What follows belongs to an exercise in optimizing a design on an open flow for small area; a production flow would make more cautious choices. RTL that was checked went through simulation tests only; none was proved equivalent to the original. Power figures rest on the tool's default switching activity, not on a simulated workload.

==> module fpa_final, before the edit <==
module fpa_final ( input wire n28, input wire n27, input wire [7:0] ex, input wire [4:0] t,
                   input wire rovf, input wire [2:0] tc, input wire hp01,
                   output wire [7:0] e );
wire        ov = rovf | n28;
wire        hp = hp01 | (~|tc & (n27 | n28));
wire [7:0]  e0 = (ex + 8'd1) - t;
wire [7:0]  pa;
assign pa[0] = 1'b1;
genvar j;
generate for (j = 1; j < 8; j = j + 1) begin : g_pa
  assign pa[j] = pa[j-1] & e0[j-1];
end endgenerate
wire [7:0]  e2 = e0 ^ (pa & {8{ov}});
assign e = e2 & {8{hp}};
endmodule
clock: 15.0 ns
lec_check: 0
cap_margin: 10
core_margin: 2
core_utilization: 55
setup_slack_margin: -0.5
slew_margin: 10
synth_hierarchical: 1
synth_minimum_keep_size: 0
standard.sh (not shown) runs the stock make flow with config.mk's settings and CLKGATE_MAP_FILE= SYNTH_SCRIPT=/design/flow/synth_recipe.tcl, a recipe that flattens the netlist after the stock synthesis.
==> flow/flow/run.sh <==
#!/bin/bash
# Layout flow: the standard ORFS flow (standard.sh), with these changes:
#  - synthesis maps each module with the ABC script flow/abc_area.script
#    (ABC_AREA=1; the script replaces ORFS's abc_area.script in a scripts
#    folder of links to ORFS's scripts),
#  - port buffers are sky130_fd_sc_hd__buf_1,
set -euo pipefail
F=$(pwd)
mkdir -p "$F/scripts"
for f in "$FLOW_HOME"/scripts/*; do ln -sf "$f" "$F/scripts/"; done
rm -f "$F/scripts/abc_area.script"
cp "$F/flow/abc_area.script" "$F/scripts/abc_area.script"
EXTRA=$(cat "$F/flow/extra_make_args" 2>/dev/null || true)
sed "s#\"\${@:-finish}\"#SCRIPTS_DIR=$F/scripts ABC_AREA=1 BUFFER_PORTS_ARGS='-buffer_cell sky130_fd_sc_hd__buf_1' $EXTRA \"\${@:-finish}\"#" standard.sh > "$F/my_standard.sh"
bash "$F/my_standard.sh" > "$F/flow_make.log" 2>&1
==> flow/flow/abc_area.script <==
strash
&get -n
&st
&dch -f
&nf -R 1000 -p
&put
==> flow/flow/extra_make_args <==
ADDER_MAP_FILE= SYNTH_INSBUF=0 SYNTH_OPERATIONS_ARGS=-noshare CTS_ARGS='-sink_clustering_enable -repair_clock_nets -buf_list sky130_fd_sc_hd__clkbuf_8 -dont_use_dummy_load'
The first run went through all stages and came out clean.
Change:
--- a/flow/design.v
+++ b/flow/design.v
@@ -219,15 +219,8 @@
 module fpa_final ( input wire n28, input wire n27, input wire [7:0] ex, input wire [4:0] t,
                    input wire rovf, input wire [2:0] tc, input wire hp01,
                    output wire [7:0] e );
 wire        ov = rovf | n28;
 wire        hp = hp01 | (~|tc & (n27 | n28));
-wire [7:0]  e0 = (ex + 8'd1) - t;
-wire [7:0]  pa;
-assign pa[0] = 1'b1;
-genvar j;
-generate for (j = 1; j < 8; j = j + 1) begin : g_pa
-  assign pa[j] = pa[j-1] & e0[j-1];
-end endgenerate
-wire [7:0]  e2 = e0 ^ (pa & {8{ov}});
+wire [7:0]  e2 = (ex + 8'd1 + ov) - t;
 assign e = e2 & {8{hp}};
 endmodule
The new run completed without violations.
Sequential power is about the same.
Worst setup slack is worse by 0.077 ns.
Clock skew barely changes.
Register-to-register slack is worse by 0.08 ns.
First-iteration DRC count went up by roughly a tenth.
Area after synthesis went down slightly.
Wire length went up by a few percent.
Total power went up by a few percent.
Cell area went up slightly.
Non-clock buffer count went up by 17.
Synthesized cell count went down slightly.
Clock power hardly moves.
No run of this note included a check of the RTL's function; only the layout flow was run.

* * *

Another version of the RTL of fp_adder_top (not shown whole).
For scale: roughly 0.0073 mm^2 of cells after synthesis.
==> module fp_adder, before the edit <==
module fp_adder ( input  wire [31:0] a ,
                  input  wire [31:0] b ,
                  output wire [31:0] s
                );
wire [7:0]  ea = a[30:23], eb = b[30:23];
wire        sub = a[31] ^ b[31];
wire        hx  = |ea | |eb;            
wire        hy  = |ea & |eb;            
wire        special = ~(|ea[7:1] | |eb[7:1]) & (ea[0] ^ eb[0]);
wire [8:0]  dab = {1'b0, ea} - {1'b0, eb};
wire        ge = ~dab[8] & ((|dab[7:0]) | (a[22:0] >= b[22:0]));
wire [22:0] mxn, myn;
wire [7:0]  exn;
fpa_muxi #(.W(23)) u_mx (.a(a[22:0]), .b(b[22:0]), .s(ge), .sn(~ge), .y(mxn));
fpa_muxi #(.W(23)) u_my (.a(b[22:0]), .b(a[22:0]), .s(ge), .sn(~ge), .y(myn));
fpa_muxi #(.W(8))  u_ex (.a(ea), .b(eb), .s(ge), .sn(~ge), .y(exn));
wire [4:0]  ng  = ~dab[4:0] + 5'd1;
wire        bign = ~((dab[8:5] == 4'b1111) & (|dab[4:0])) & (|dab);
wire [4:0]  d5  = ge ? dab[4:0] : ng;
wire        big = ge ? |dab[7:5] : bign;
wire [4:0]  sh  = special ? 5'd0 : (d5 | {5{big}});
wire        sgn = ge ? a[31] : b[31];
wire [25:0] al;
wire        sticky;
fpa_align u_aln (.mn({~hy, myn}), .sh(sh), .q(al), .sticky(sticky));
wire [27:0] u;
fpa_addsub u_add (.hx(hx), .mxn(mxn), .al(al), .sticky(sticky), .sub(sub), .u(u));
wire [4:0]  t;
fpa_lzcap u_lzc (.u(u), .exn(exn), .sub(sub), .t(t));
wire [27:0] rn;
wire        rovf, hp01;
wire [2:0]  tc;
fpa_pround u_prn (.u(u), .sub(sub), .exn(exn), .rn(rn), .rovf(rovf), .tc(tc), .hp01(hp01));
wire [27:0] n1;
fpa_norm u_nrm (.un(rn), .t(t), .n(n1));
wire [7:0]  e2;
fpa_final u_fin (.n26(n1[27]), .exn(exn), .t(t), .rovf(rovf), .tc(tc), .hp01(hp01), .e(e2));
assign s = {sgn, e2, n1[26:4]};
endmodule
==> module fpa_lzcap, before the edit <==
module fpa_lzcap ( input wire [27:0] u, input wire [7:0] exn, input wire sub,
                   output wire [4:0] t );
wire [7:0] ex = ~exn;
wire [31:0] x = {u[27:2], 6'b100000};
wire [15:0] v1; wire [15:0] p1;
wire [7:0]  v2; wire [15:0] p2;
wire [3:0]  v3; wire [11:0] p3;
wire [1:0]  v4; wire [7:0]  p4;
genvar j;
generate for (j = 0; j < 16; j = j + 1) begin : l1
  assign v1[j] = x[2*j+1] | x[2*j];
  assign p1[j] = ~x[2*j+1];
end endgenerate
generate for (j = 0; j < 8; j = j + 1) begin : l2
  assign v2[j] = v1[2*j+1] | v1[2*j];
  assign p2[2*j+1:2*j] = v1[2*j+1] ? {1'b0, p1[2*j+1]} : {1'b1, p1[2*j]};
end endgenerate
generate for (j = 0; j < 4; j = j + 1) begin : l3
  assign v3[j] = v2[2*j+1] | v2[2*j];
  assign p3[3*j+2:3*j] = v2[2*j+1] ? {1'b0, p2[4*j+3:4*j+2]} : {1'b1, p2[4*j+1:4*j]};
end endgenerate
generate for (j = 0; j < 2; j = j + 1) begin : l4
  assign v4[j] = v3[2*j+1] | v3[2*j];
  assign p4[4*j+3:4*j] = v3[2*j+1] ? {1'b0, p3[6*j+5:6*j+3]} : {1'b1, p3[6*j+2:6*j]};
end endgenerate
wire [4:0] lz = v4[1] ? {1'b0, p4[7:4]} : {1'b1, p4[3:0]};
wire [7:0] cap = (sub && ex != 8'd0) ? ex : 8'd1;
wire       le  = (|cap[7:5]) | ~(lz > cap[4:0]);
assign t = le ? lz : cap[4:0];
endmodule
==> module fpa_pround, before the edit <==
module fpa_pround ( input wire [27:0] u, input wire sub, input wire [7:0] exn,
                    output wire [27:0] rn, output wire rovf, output wire [2:0] tc,
                    output wire hp01 );
wire [27:0] r;
assign rn = ~r;
wire [7:0] ex = ~exn;
wire t0 = ~sub & u[27];
wire t1 = sub ? (u[26] | (ex[7:1] == 7'd0)) : ~u[27];
wire t2 = sub & ~u[26] & u[25] & (ex[7:1] != 7'd0);
wire rnd0 = u[3] & (u[2] | u[1] | u[4]);
wire rnd1 = u[2] & (u[1] | u[0] | u[3]);
wire rnd2 = u[1] & (u[0] | u[2]);
wire c2 = t2 & rnd2;
wire c3 = (u[2] & c2) | (t1 & rnd1);
wire c4 = (u[3] & c3) | (t0 & rnd0);
assign r[1:0] = u[1:0];
assign r[2] = u[2] ^ c2;
assign r[3] = u[3] ^ c3;
wire [23:0] x = u[27:4];
wire [5:0]  ag;
genvar i;
generate for (i = 0; i < 6; i = i + 1) begin : g_ag
  assign ag[i] = &x[4*i+3:4*i];
end endgenerate
wire [5:0]  pg;                         
assign pg[0] = ag[0];
assign pg[1] = ag[0] & ag[1];
assign pg[2] = pg[1] & ag[2];
assign pg[3] = pg[1] & ag[2] & ag[3];
assign pg[4] = pg[3] & ag[4];
assign pg[5] = pg[3] & ag[4] & ag[5];
wire [5:0]  gc = {pg[4:0], 1'b1} & {6{c4}};
generate for (i = 0; i < 24; i = i + 1) begin : g_bit
  if ((i % 4) == 0) begin : g0
    assign r[4+i] = x[i] ^ gc[i/4];
  end else begin : g1
    assign r[4+i] = x[i] ^ (gc[i/4] & (&x[i-1:(i/4)*4]));
  end
end endgenerate
assign rovf = (t0 & rnd0 & (&u[27:4])) | (t1 & rnd1 & (&u[26:3])) | (t2 & rnd2 & (&u[25:2]));
assign tc = {t2, t1, t0};
assign hp01 = t0 | (t1 & u[26]) | (t2 & u[25]);
endmodule
==> module fpa_final, before the edit <==
module fpa_final ( input wire n26, input wire [7:0] exn, input wire [4:0] t,
                   input wire rovf, input wire [2:0] tc, input wire hp01,
                   output wire [7:0] e );
wire [7:0]  ex = ~exn;
wire        hp = hp01 | (~|tc & n26);
wire [7:0]  e2 = (ex + 8'd1 + rovf) - t;
assign e = e2 & {8{hp}};
endmodule
export LEC_CHECK = 0
export CAP_MARGIN = 10
export CORE_MARGIN = 2
export CORE_UTILIZATION = 55
export GPL_ROUTABILITY_DRIVEN = 0
export SETUP_SLACK_MARGIN = -0.5
export SLEW_MARGIN = 10
export SYNTH_HIERARCHICAL = 1
export SYNTH_MINIMUM_KEEP_SIZE = 0
create_clock -name core_clock -period 15.0 [get_ports {clk}]
Scripts as last shown in full above: flow/flow/run.sh, flow/flow/abc_area.script, flow/flow/extra_make_args
Next try:
--- a/flow/design.v
+++ b/flow/design.v
@@ -29,8 +29,9 @@
 wire [7:0]  exn;
 fpa_muxi #(.W(23)) u_mx (.a(a[22:0]), .b(b[22:0]), .s(ge), .sn(~ge), .y(mxn));
 fpa_muxi #(.W(23)) u_my (.a(b[22:0]), .b(a[22:0]), .s(ge), .sn(~ge), .y(myn));
 fpa_muxi #(.W(8))  u_ex (.a(ea), .b(eb), .s(ge), .sn(~ge), .y(exn));
+wire [7:0]  ex = ~exn;
 wire [4:0]  ng  = ~dab[4:0] + 5'd1;
 wire        bign = ~((dab[8:5] == 4'b1111) & (|dab[4:0])) & (|dab);
 wire [4:0]  d5  = ge ? dab[4:0] : ng;
 wire        big = ge ? |dab[7:5] : bign;
@@ -41,17 +42,17 @@
 fpa_align u_aln (.mn({~hy, myn}), .sh(sh), .q(al), .sticky(sticky));
 wire [27:0] u;
 fpa_addsub u_add (.hx(hx), .mxn(mxn), .al(al), .sticky(sticky), .sub(sub), .u(u));
 wire [4:0]  t;
-fpa_lzcap u_lzc (.u(u), .exn(exn), .sub(sub), .t(t));
+fpa_lzcap u_lzc (.u(u), .ex(ex), .sub(sub), .t(t));
 wire [27:0] rn;
 wire        rovf, hp01;
 wire [2:0]  tc;
-fpa_pround u_prn (.u(u), .sub(sub), .exn(exn), .rn(rn), .rovf(rovf), .tc(tc), .hp01(hp01));
+fpa_pround u_prn (.u(u), .sub(sub), .ex(ex), .rn(rn), .rovf(rovf), .tc(tc), .hp01(hp01));
 wire [27:0] n1;
 fpa_norm u_nrm (.un(rn), .t(t), .n(n1));
 wire [7:0]  e2;
-fpa_final u_fin (.n26(n1[27]), .exn(exn), .t(t), .rovf(rovf), .tc(tc), .hp01(hp01), .e(e2));
+fpa_final u_fin (.n26(n1[27]), .ex(ex), .t(t), .rovf(rovf), .tc(tc), .hp01(hp01), .e(e2));
 assign s = {sgn, e2, n1[26:4]};
 endmodule
 module fpa_align ( input wire [23:0] mn, input wire [4:0] sh,
                    output wire [25:0] q, output wire sticky );
@@ -139,11 +140,10 @@
 end endgenerate
 assign u[26] = p[26] ^ c[26];
 assign u[27] = (g[26] | (p[26] & c[26])) & ~sub;    
 endmodule
-module fpa_lzcap ( input wire [27:0] u, input wire [7:0] exn, input wire sub,
+module fpa_lzcap ( input wire [27:0] u, input wire [7:0] ex, input wire sub,
                    output wire [4:0] t );
-wire [7:0] ex = ~exn;
 wire [31:0] x = {u[27:2], 6'b100000};
 wire [15:0] v1; wire [15:0] p1;
 wire [7:0]  v2; wire [15:0] p2;
 wire [3:0]  v3; wire [11:0] p3;
@@ -169,14 +169,13 @@
 wire [7:0] cap = (sub && ex != 8'd0) ? ex : 8'd1;
 wire       le  = (|cap[7:5]) | ~(lz > cap[4:0]);
 assign t = le ? lz : cap[4:0];
 endmodule
-module fpa_pround ( input wire [27:0] u, input wire sub, input wire [7:0] exn,
+module fpa_pround ( input wire [27:0] u, input wire sub, input wire [7:0] ex,
                     output wire [27:0] rn, output wire rovf, output wire [2:0] tc,
                     output wire hp01 );
 wire [27:0] r;
 assign rn = ~r;
-wire [7:0] ex = ~exn;
 wire t0 = ~sub & u[27];
 wire t1 = sub ? (u[26] | (ex[7:1] == 7'd0)) : ~u[27];
 wire t2 = sub & ~u[26] & u[25] & (ex[7:1] != 7'd0);
 wire rnd0 = u[3] & (u[2] | u[1] | u[4]);
@@ -212,12 +211,11 @@
 assign rovf = (t0 & rnd0 & (&u[27:4])) | (t1 & rnd1 & (&u[26:3])) | (t2 & rnd2 & (&u[25:2]));
 assign tc = {t2, t1, t0};
 assign hp01 = t0 | (t1 & u[26]) | (t2 & u[25]);
 endmodule
-module fpa_final ( input wire n26, input wire [7:0] exn, input wire [4:0] t,
+module fpa_final ( input wire n26, input wire [7:0] ex, input wire [4:0] t,
                    input wire rovf, input wire [2:0] tc, input wire hp01,
                    output wire [7:0] e );
-wire [7:0]  ex = ~exn;
 wire        hp = hp01 | (~|tc & n26);
 wire [7:0]  e2 = (ex + 8'd1 + rovf) - t;
 assign e = e2 & {8{hp}};
 endmodule
The changed run went through all stages and came out clean.
Total power came out higher by 1.1%.
Via count went down by 1.4%.
Routed wire length fell by 2.3%.
Critical path depth grows by 8.
Clock-buffer cell count does not change.
Die area hardly moves.
Sequential share of layout area hardly moves.
Final area drops by 0.39%.
Non-clock buffer count goes down by 3.
Worst setup slack degrades by 480 ps.
Register-to-register slack loses 480 ps.

* * *

== job 104 ==
The RTL this note starts from:
==> flow/design.v <==
module fp_adder_top ( input  wire        clk,
                      input  wire [31:0] a,
                      input  wire [31:0] b,
                      output wire [31:0] s
                    );
  reg  [31:0] a_q, b_q, s_q;
  wire [31:0] s_d;
  always @(posedge clk) begin
    a_q <= a;
    b_q <= b;
    s_q <= s_d;
  end
  fp_adder u_add ( .a(a_q), .b(b_q), .s(s_d) );
  assign s = s_q;
endmodule

module fp_adder ( input  wire [31:0] a ,
                  input  wire [31:0] b ,
                  output wire [31:0] s
                );
wire [7:0]  ea = a[30:23], eb = b[30:23];
wire        sub = a[31] ^ b[31];
wire        hx  = |ea | |eb;            
wire        hy  = |ea & |eb;            
wire        special = ~(|ea[7:1] | |eb[7:1]) & (ea[0] ^ eb[0]);
wire        ge = a[30:0] >= b[30:0];
wire [22:0] mxn, myn;
wire [7:0]  exn;
fpa_muxi #(.W(23)) u_mx (.a(a[22:0]), .b(b[22:0]), .s(ge), .sn(~ge), .y(mxn));
fpa_muxi #(.W(23)) u_my (.a(b[22:0]), .b(a[22:0]), .s(ge), .sn(~ge), .y(myn));
fpa_muxi #(.W(8))  u_ex (.a(ea), .b(eb), .s(ge), .sn(~ge), .y(exn));
wire [7:0]  ex = ~exn;
wire [8:0]  dab = {1'b0, ea} - {1'b0, eb};
wire [4:0]  ng  = ~dab[4:0] + 5'd1;
wire        bign = ~((dab[8:5] == 4'b1111) & (|dab[4:0])) & (|dab);
wire [4:0]  d5  = ge ? dab[4:0] : ng;
wire        big = ge ? |dab[7:5] : bign;
wire [4:0]  sh  = special ? 5'd0 : (d5 | {5{big}});
wire        sgn = ge ? a[31] : b[31];
wire [25:0] al;
wire        sticky;
fpa_align u_aln (.mn({~hy, myn}), .sh(sh), .q(al), .sticky(sticky));
wire [27:0] u;
fpa_addsub u_add (.hx(hx), .mxn(mxn), .al(al), .sticky(sticky), .sub(sub), .u(u));
wire [4:0]  t;
fpa_lzcap u_lzc (.u(u), .ex(ex), .sub(sub), .t(t));
wire [27:0] rn;
wire        rovf, hp01;
wire [2:0]  tc;
fpa_pround u_prn (.u(u), .sub(sub), .ex(ex), .rn(rn), .rovf(rovf), .tc(tc), .hp01(hp01));
wire [27:0] n1;
fpa_norm u_nrm (.un(rn), .t(t), .n(n1));
wire [7:0]  e2;
fpa_final u_fin (.n26(n1[27]), .ex(ex), .t(t), .rovf(rovf), .tc(tc), .hp01(hp01), .e(e2));
assign s = {sgn, e2, n1[26:4]};
endmodule
module fpa_align ( input wire [23:0] mn, input wire [4:0] sh,
                   output wire [25:0] q, output wire sticky );
wire [4:0]  shn = ~sh;
wire [25:0] r1, r2n, r3, r4n;
fpa_sh #(.W(26), .S(1),  .INV(1), .ZL(2)) u_s1 (.d({mn, 2'b11}), .s(sh[0]), .sn(shn[0]), .q(r1));
fpa_sh #(.W(26), .S(2),  .INV(0), .ZL(1)) u_s2 (.d(r1),  .s(sh[1]), .sn(shn[1]), .q(r2n));
fpa_sh #(.W(26), .S(4),  .INV(1), .ZL(0)) u_s3 (.d(r2n), .s(sh[2]), .sn(shn[2]), .q(r3));
fpa_sh #(.W(26), .S(8),  .INV(0), .ZL(0)) u_s4 (.d(r3),  .s(sh[3]), .sn(shn[3]), .q(r4n));
fpa_sh #(.W(26), .S(16), .INV(1), .ZL(0)) u_s5 (.d(r4n), .s(sh[4]), .sn(shn[4]), .q(q));
assign sticky = (sh[1] & r1[1]) | (sh[2] & ~&r2n[3:0]) | (sh[3] & |r3[7:0]) | (sh[4] & ~&r4n[15:0]);
endmodule
module fpa_norm ( input wire [27:0] un, input wire [4:0] t, output wire [27:0] n );
wire [4:0]  tn = ~t;
wire [27:0] l1, l2n, l3, l4n;
fpa_sh #(.W(28), .S(1),  .INV(1), .LEFT(1), .ZL(2)) u_s1 (.d(un),  .s(t[0]), .sn(tn[0]), .q(l1));
fpa_sh #(.W(28), .S(2),  .INV(0), .LEFT(1), .ZL(2)) u_s2 (.d(l1),  .s(t[1]), .sn(tn[1]), .q(l2n));
fpa_sh #(.W(28), .S(4),  .INV(1), .LEFT(1), .ZL(2)) u_s3 (.d(l2n), .s(t[2]), .sn(tn[2]), .q(l3));
fpa_sh #(.W(28), .S(8),  .INV(0), .LEFT(1), .ZL(2)) u_s4 (.d(l3),  .s(t[3]), .sn(tn[3]), .q(l4n));
fpa_sh #(.W(28), .S(16), .INV(1), .LEFT(1), .ZL(2)) u_s5 (.d(l4n), .s(t[4]), .sn(tn[4]), .q(n));
endmodule
module fpa_sh #(parameter W = 26, parameter S = 1, parameter INV = 0,
                parameter LEFT = 0, parameter ZL = 0)
               ( input wire [W-1:0] d, input wire s, input wire sn, output wire [W-1:0] q );
genvar i;
generate for (i = 0; i < W; i = i + 1) begin : g_b
  localparam integer J = LEFT ? i - S : i + S;
  localparam HAS1 = (J >= 0) && (J < W) && (J >= ZL);
  localparam HAS0 = (i >= ZL);
  if (HAS1 && HAS0) begin : g_m
    fpa_aoi22 u (.a1(d[J]), .a2(s), .b1(d[i]), .b2(sn), .y(q[i]));
  end else if (HAS0) begin : g_0
    if (INV == 0) begin : g_t
      fpa_nand2 u (.a(d[i]), .b(sn), .y(q[i]));
    end else begin : g_i
      fpa_nor2 u (.a(d[i]), .b(s), .y(q[i]));
    end
  end else if (HAS1) begin : g_1
    if (INV == 0) begin : g_t
      fpa_nand2 u (.a(d[J]), .b(s), .y(q[i]));
    end else begin : g_i
      fpa_nor2 u (.a(d[J]), .b(sn), .y(q[i]));
    end
  end else begin : g_c
    assign q[i] = (INV == 0);
  end
end endgenerate
endmodule
module fpa_muxi #(parameter W = 1)
                 ( input wire [W-1:0] a, input wire [W-1:0] b, input wire s, input wire sn,
                   output wire [W-1:0] y );
genvar i;
generate for (i = 0; i < W; i = i + 1) begin : g_b
  fpa_aoi22 u (.a1(a[i]), .a2(s), .b1(b[i]), .b2(sn), .y(y[i]));
end endgenerate
endmodule
module fpa_aoi22 ( input wire a1, input wire a2, input wire b1, input wire b2, output wire y );
assign y = ~((a1 & a2) | (b1 & b2));
endmodule
module fpa_aoi21 ( input wire a1, input wire a2, input wire b, output wire y );
assign y = ~((a1 & a2) | b);
endmodule
module fpa_oai21 ( input wire a1, input wire a2, input wire b1, output wire y );
assign y = ~((a1 | a2) & b1);
endmodule
module fpa_nand2 ( input wire a, input wire b, output wire y );
assign y = ~(a & b);
endmodule
module fpa_nor2 ( input wire a, input wire b, output wire y );
assign y = ~(a | b);
endmodule
module fpa_addsub ( input wire hx, input wire [22:0] mxn, input wire [25:0] al,
                    input wire sticky, input wire sub,
                    output wire [27:0] u );
wire [27:0] aa = {1'b0, hx, ~mxn, 3'b000};
wire [27:0] bb = {1'b0, al, sticky} ^ {28{sub}};
assign u[0] = bb[0] ^ sub;
assign u[1] = bb[1] ^ (bb[0] & sub);
assign u[2] = bb[2] ^ (bb[1] & bb[0] & sub);
wire [27:3] p = aa[26:3] ^ bb[26:3], g = aa[26:3] & bb[26:3];
wire [27:3] c;                         
assign c[3] = bb[2] & bb[1] & bb[0] & sub;
genvar i;
generate for (i = 3; i < 27; i = i + 1) begin : g_add
  if ((i % 2) == 1) begin : g_t           
    assign u[i] = p[i] ^ c[i];
    fpa_aoi21 u_c (.a1(p[i]), .a2(c[i]), .b(g[i]), .y(c[i+1]));
  end else begin : g_n                    
    assign u[i] = ~(p[i] ^ c[i]);
    fpa_oai21 u_c (.a1(~p[i]), .a2(c[i]), .b1(~g[i]), .y(c[i+1]));
  end
end endgenerate
assign u[27] = c[27] & ~sub;           
endmodule
module fpa_lzcap ( input wire [27:0] u, input wire [7:0] ex, input wire sub,
                   output wire [4:0] t );
reg  [4:0] lz;
integer k;
always @* begin
  lz = 5'd28;
  for (k = 2; k < 28; k = k + 1)        
    if (u[k]) lz = 5'd27 - k;
end
wire [7:0] cap = (sub && ex != 8'd0) ? ex : 8'd1;
wire       le  = (|cap[7:5]) | ~(lz > cap[4:0]);
assign t = le ? lz : cap[4:0];
endmodule
module fpa_pround ( input wire [27:0] u, input wire sub, input wire [7:0] ex,
                    output wire [27:0] rn, output wire rovf, output wire [2:0] tc,
                    output wire hp01 );
wire [27:0] r;
assign rn = ~r;
wire t0 = ~sub & u[27];
wire t1 = sub ? (u[26] | (ex[7:1] == 7'd0)) : ~u[27];
wire t2 = sub & ~u[26] & u[25] & (ex[7:1] != 7'd0);
wire rnd0 = u[3] & (u[2] | u[1] | u[4]);
wire rnd1 = u[2] & (u[1] | u[0] | u[3]);
wire rnd2 = u[1] & (u[0] | u[2]);
wire c2 = t2 & rnd2;
wire c3 = (u[2] & c2) | (t1 & rnd1);
wire c4 = (u[3] & c3) | (t0 & rnd0);
assign r[1:0] = u[1:0];
assign r[2] = u[2] ^ c2;
assign r[3] = u[3] ^ c3;
wire [23:0] x = u[27:4];
wire [5:0]  ag;
genvar i;
generate for (i = 0; i < 6; i = i + 1) begin : g_ag
  assign ag[i] = &x[4*i+3:4*i];
end endgenerate
wire [5:0]  pg;                         
assign pg[0] = ag[0];
assign pg[1] = ag[0] & ag[1];
assign pg[2] = pg[1] & ag[2];
assign pg[3] = pg[1] & ag[2] & ag[3];
assign pg[4] = pg[3] & ag[4];
assign pg[5] = pg[3] & ag[4] & ag[5];
wire [5:0]  gc = {pg[4:0], 1'b1} & {6{c4}};
generate for (i = 0; i < 24; i = i + 1) begin : g_bit
  if ((i % 4) == 0) begin : g0
    assign r[4+i] = x[i] ^ gc[i/4];
  end else begin : g1
    assign r[4+i] = x[i] ^ (gc[i/4] & (&x[i-1:(i/4)*4]));
  end
end endgenerate
assign rovf = (t0 & rnd0 & (&u[27:4])) | (t1 & rnd1 & (&u[26:3])) | (t2 & rnd2 & (&u[25:2]));
assign tc = {t2, t1, t0};
assign hp01 = t0 | (t1 & u[26]) | (t2 & u[25]);
endmodule
module fpa_final ( input wire n26, input wire [7:0] ex, input wire [4:0] t,
                   input wire rovf, input wire [2:0] tc, input wire hp01,
                   output wire [7:0] e );
wire        hp = hp01 | (~|tc & n26);
wire [7:0]  e2 = (ex + 8'd1 + rovf) - t;
assign e = e2 & {8{hp}};
endmodule
clock: 15.0 ns
lec_check: 0
cap_margin: 10
core_margin: 2
core_utilization: 65
cts_buf_list: sky130_fd_sc_hd__clkbuf_8
slew_margin: 10
synth_hierarchical: 1
synth_minimum_keep_size: 0
==> flow/flow/run.sh <==
#!/bin/bash
# Layout flow: the standard ORFS flow with two changes:
#  - synthesis maps logic with the ABC script in flow/abc_area.script (ABC_AREA=1),
#  - port buffers are sky130_fd_sc_hd__buf_1.
# Each tool's output stays in orfs/logs/; make's own output goes to flow_make.log.
set -euo pipefail
F=$(pwd)
mkdir -p "$F/scripts"
for f in "$FLOW_HOME"/scripts/*; do ln -sf "$f" "$F/scripts/"; done
rm -f "$F/scripts/abc_area.script"
cp "$F/flow/abc_area.script" "$F/scripts/abc_area.script"
EXTRA=$(cat "$F/flow/extra_make_args" 2>/dev/null || true)
sed "s#\"\${@:-finish}\"#SCRIPTS_DIR=$F/scripts ABC_AREA=1 BUFFER_PORTS_ARGS='-buffer_cell sky130_fd_sc_hd__buf_1' $EXTRA \"\${@:-finish}\"#" standard.sh > "$F/my_standard.sh"
bash "$F/my_standard.sh" > "$F/flow_make.log" 2>&1
==> flow/flow/abc_area.script <==
strash
&get -n
&st
&dch -f
&nf -R 1000
&put
==> flow/flow/extra_make_args <==
ADDER_MAP_FILE= SYNTH_INSBUF=0 SYNTH_OPERATIONS_ARGS=-noshare
## Diff of input files: job 102 against job 104
diff --git a/flow/design.v b/flow/design.v
--- a/flow/design.v
+++ b/flow/design.v
@@ -30,12 +30,9 @@
 fpa_muxi #(.W(23)) u_my (.a(b[22:0]), .b(a[22:0]), .s(ge), .sn(~ge), .y(myn));
 fpa_muxi #(.W(8))  u_ex (.a(ea), .b(eb), .s(ge), .sn(~ge), .y(exn));
 wire [7:0]  ex = ~exn;
-wire [8:0]  dab = {1'b0, ea} - {1'b0, eb};
-wire [4:0]  ng  = ~dab[4:0] + 5'd1;
-wire        bign = ~((dab[8:5] == 4'b1111) & (|dab[4:0])) & (|dab);
-wire [4:0]  d5  = ge ? dab[4:0] : ng;
-wire        big = ge ? |dab[7:5] : bign;
-wire [4:0]  sh  = special ? 5'd0 : (d5 | {5{big}});
+wire [7:0]  dab = ea - eb, dba = eb - ea;
+wire [7:0]  d = ge ? dab : dba;
+wire [4:0]  sh = special ? 5'd0 : (d[4:0] | {5{|d[7:5]}});
 wire        sgn = ge ? a[31] : b[31];
 wire [25:0] al;
 wire        sticky;
@@ -68,11 +65,11 @@
 module fpa_norm ( input wire [27:0] un, input wire [4:0] t, output wire [27:0] n );
 wire [4:0]  tn = ~t;
 wire [27:0] l1, l2n, l3, l4n;
-fpa_sh #(.W(28), .S(1),  .INV(1), .LEFT(1), .ZL(2)) u_s1 (.d(un),  .s(t[0]), .sn(tn[0]), .q(l1));
-fpa_sh #(.W(28), .S(2),  .INV(0), .LEFT(1), .ZL(2)) u_s2 (.d(l1),  .s(t[1]), .sn(tn[1]), .q(l2n));
-fpa_sh #(.W(28), .S(4),  .INV(1), .LEFT(1), .ZL(2)) u_s3 (.d(l2n), .s(t[2]), .sn(tn[2]), .q(l3));
-fpa_sh #(.W(28), .S(8),  .INV(0), .LEFT(1), .ZL(2)) u_s4 (.d(l3),  .s(t[3]), .sn(tn[3]), .q(l4n));
-fpa_sh #(.W(28), .S(16), .INV(1), .LEFT(1), .ZL(2)) u_s5 (.d(l4n), .s(t[4]), .sn(tn[4]), .q(n));
+fpa_sh #(.W(28), .S(1),  .INV(1), .LEFT(1)) u_s1 (.d(un),  .s(t[0]), .sn(tn[0]), .q(l1));
+fpa_sh #(.W(28), .S(2),  .INV(0), .LEFT(1)) u_s2 (.d(l1),  .s(t[1]), .sn(tn[1]), .q(l2n));
+fpa_sh #(.W(28), .S(4),  .INV(1), .LEFT(1)) u_s3 (.d(l2n), .s(t[2]), .sn(tn[2]), .q(l3));
+fpa_sh #(.W(28), .S(8),  .INV(0), .LEFT(1)) u_s4 (.d(l3),  .s(t[3]), .sn(tn[3]), .q(l4n));
+fpa_sh #(.W(28), .S(16), .INV(1), .LEFT(1)) u_s5 (.d(l4n), .s(t[4]), .sn(tn[4]), .q(n));
 endmodule
 module fpa_sh #(parameter W = 26, parameter S = 1, parameter INV = 0,
                 parameter LEFT = 0, parameter ZL = 0)
@@ -112,12 +109,6 @@
 module fpa_aoi22 ( input wire a1, input wire a2, input wire b1, input wire b2, output wire y );
 assign y = ~((a1 & a2) | (b1 & b2));
 endmodule
-module fpa_aoi21 ( input wire a1, input wire a2, input wire b, output wire y );
-assign y = ~((a1 & a2) | b);
-endmodule
-module fpa_oai21 ( input wire a1, input wire a2, input wire b1, output wire y );
-assign y = ~((a1 | a2) & b1);
-endmodule
 module fpa_nand2 ( input wire a, input wire b, output wire y );
 assign y = ~(a & b);
 endmodule
@@ -129,23 +120,17 @@
                     output wire [27:0] u );
 wire [27:0] aa = {1'b0, hx, ~mxn, 3'b000};
 wire [27:0] bb = {1'b0, al, sticky} ^ {28{sub}};
-assign u[0] = bb[0] ^ sub;
-assign u[1] = bb[1] ^ (bb[0] & sub);
-assign u[2] = bb[2] ^ (bb[1] & bb[0] & sub);
-wire [27:3] p = aa[26:3] ^ bb[26:3], g = aa[26:3] & bb[26:3];
-wire [27:3] c;                         
-assign c[3] = bb[2] & bb[1] & bb[0] & sub;
+wire [27:0] p = aa ^ bb, g = aa & bb;
+wire [28:0] c;
+assign c[0] = sub;
 genvar i;
-generate for (i = 3; i < 27; i = i + 1) begin : g_add
-  if ((i % 2) == 1) begin : g_t           
-    assign u[i] = p[i] ^ c[i];
-    fpa_aoi21 u_c (.a1(p[i]), .a2(c[i]), .b(g[i]), .y(c[i+1]));
-  end else begin : g_n                    
-    assign u[i] = ~(p[i] ^ c[i]);
-    fpa_oai21 u_c (.a1(~p[i]), .a2(c[i]), .b1(~g[i]), .y(c[i+1]));
-  end
+generate for (i = 0; i < 26; i = i + 2) begin : g_add
+  assign u[i]   = p[i] ^ c[i];
+  assign u[i+1] = p[i+1] ^ (g[i] | (p[i] & c[i]));
+  assign c[i+2] = g[i+1] | (p[i+1] & g[i]) | (p[i+1] & p[i] & c[i]);
 end endgenerate
-assign u[27] = c[27] & ~sub;           
+assign u[26] = p[26] ^ c[26];
+assign u[27] = (g[26] | (p[26] & c[26])) & ~sub;    
 endmodule
 module fpa_lzcap ( input wire [27:0] u, input wire [7:0] ex, input wire sub,
                    output wire [4:0] t );
@@ -153,7 +138,7 @@
 integer k;
 always @* begin
   lz = 5'd28;
-  for (k = 2; k < 28; k = k + 1)        
+  for (k = 0; k < 28; k = k + 1)
     if (u[k]) lz = 5'd27 - k;
 end
 wire [7:0] cap = (sub && ex != 8'd0) ? ex : 8'd1;
[summary]
From job 104 to job 102 the numbers moved as follows: post-route minimum period went down 35 ps, per-cell routed wire length held, maximum frequency held, transition at the pin with the smallest max-transition slack went down 280 ps.
Job 104 has a higher met3 routing resource usage after global routing than job 102.
Compared with job 104, in job 102 synthesized area divided by synthesized cell count fell about 0.8%, minimum setup slack in the final design went up by 35 ps, clock group share of total power lost 1.0 points, count of vias placed by the detailed router up 3.2%, clock latency reported for the late side of the worst-skew pair rose 20 ps.
No functional check of the RTL was part of job 104.

-- separate check: timing with driven ports --
The flow's constraints put no driver on any port. The routed layouts listed below were extracted and timed again, unchanged, in two steps. Step 1, drivers: a clkbuf_16 drives clk and a buf_2 each remaining input, both assumed. Step 2 adds t to the input delays and takes it off the output delays; t is the mean of the earliest and latest rising clock arrival at the registers after step 1. Input paths then give back, and output paths get back, about the clock's delay inside the block. Slacks: ideal / step 1 / step 2; pairs: ideal / step 1.
run	t (ns)	setup slack, ns	clock arrival spread, ns	worst register clock-pin slew, ns	cell pins on the clock port's net
the first run of note 1	0.411	0.869 / 0.869 / 0.869	0.033 / 0.034	0.10 / 0.10	1
the second run of note 1	0.400	0.792 / 0.792 / 0.792	0.032 / 0.031	0.10 / 0.10	1
the first run of note 2	0.402	1.314 / 1.314 / 1.314	0.022 / 0.023	0.09 / 0.09	1
the second run of note 2	0.407	0.833 / 0.833 / 0.833	0.031 / 0.031	0.10 / 0.10	1
job 104	0.414	1.341 / 1.341 / 1.341	0.012 / 0.012	0.10 / 0.10	1
job 102	0.426	1.375 / 1.375 / 1.375	0.014 / 0.013	0.11 / 0.11	1
After both steps setup and hold are still met in every run listed.
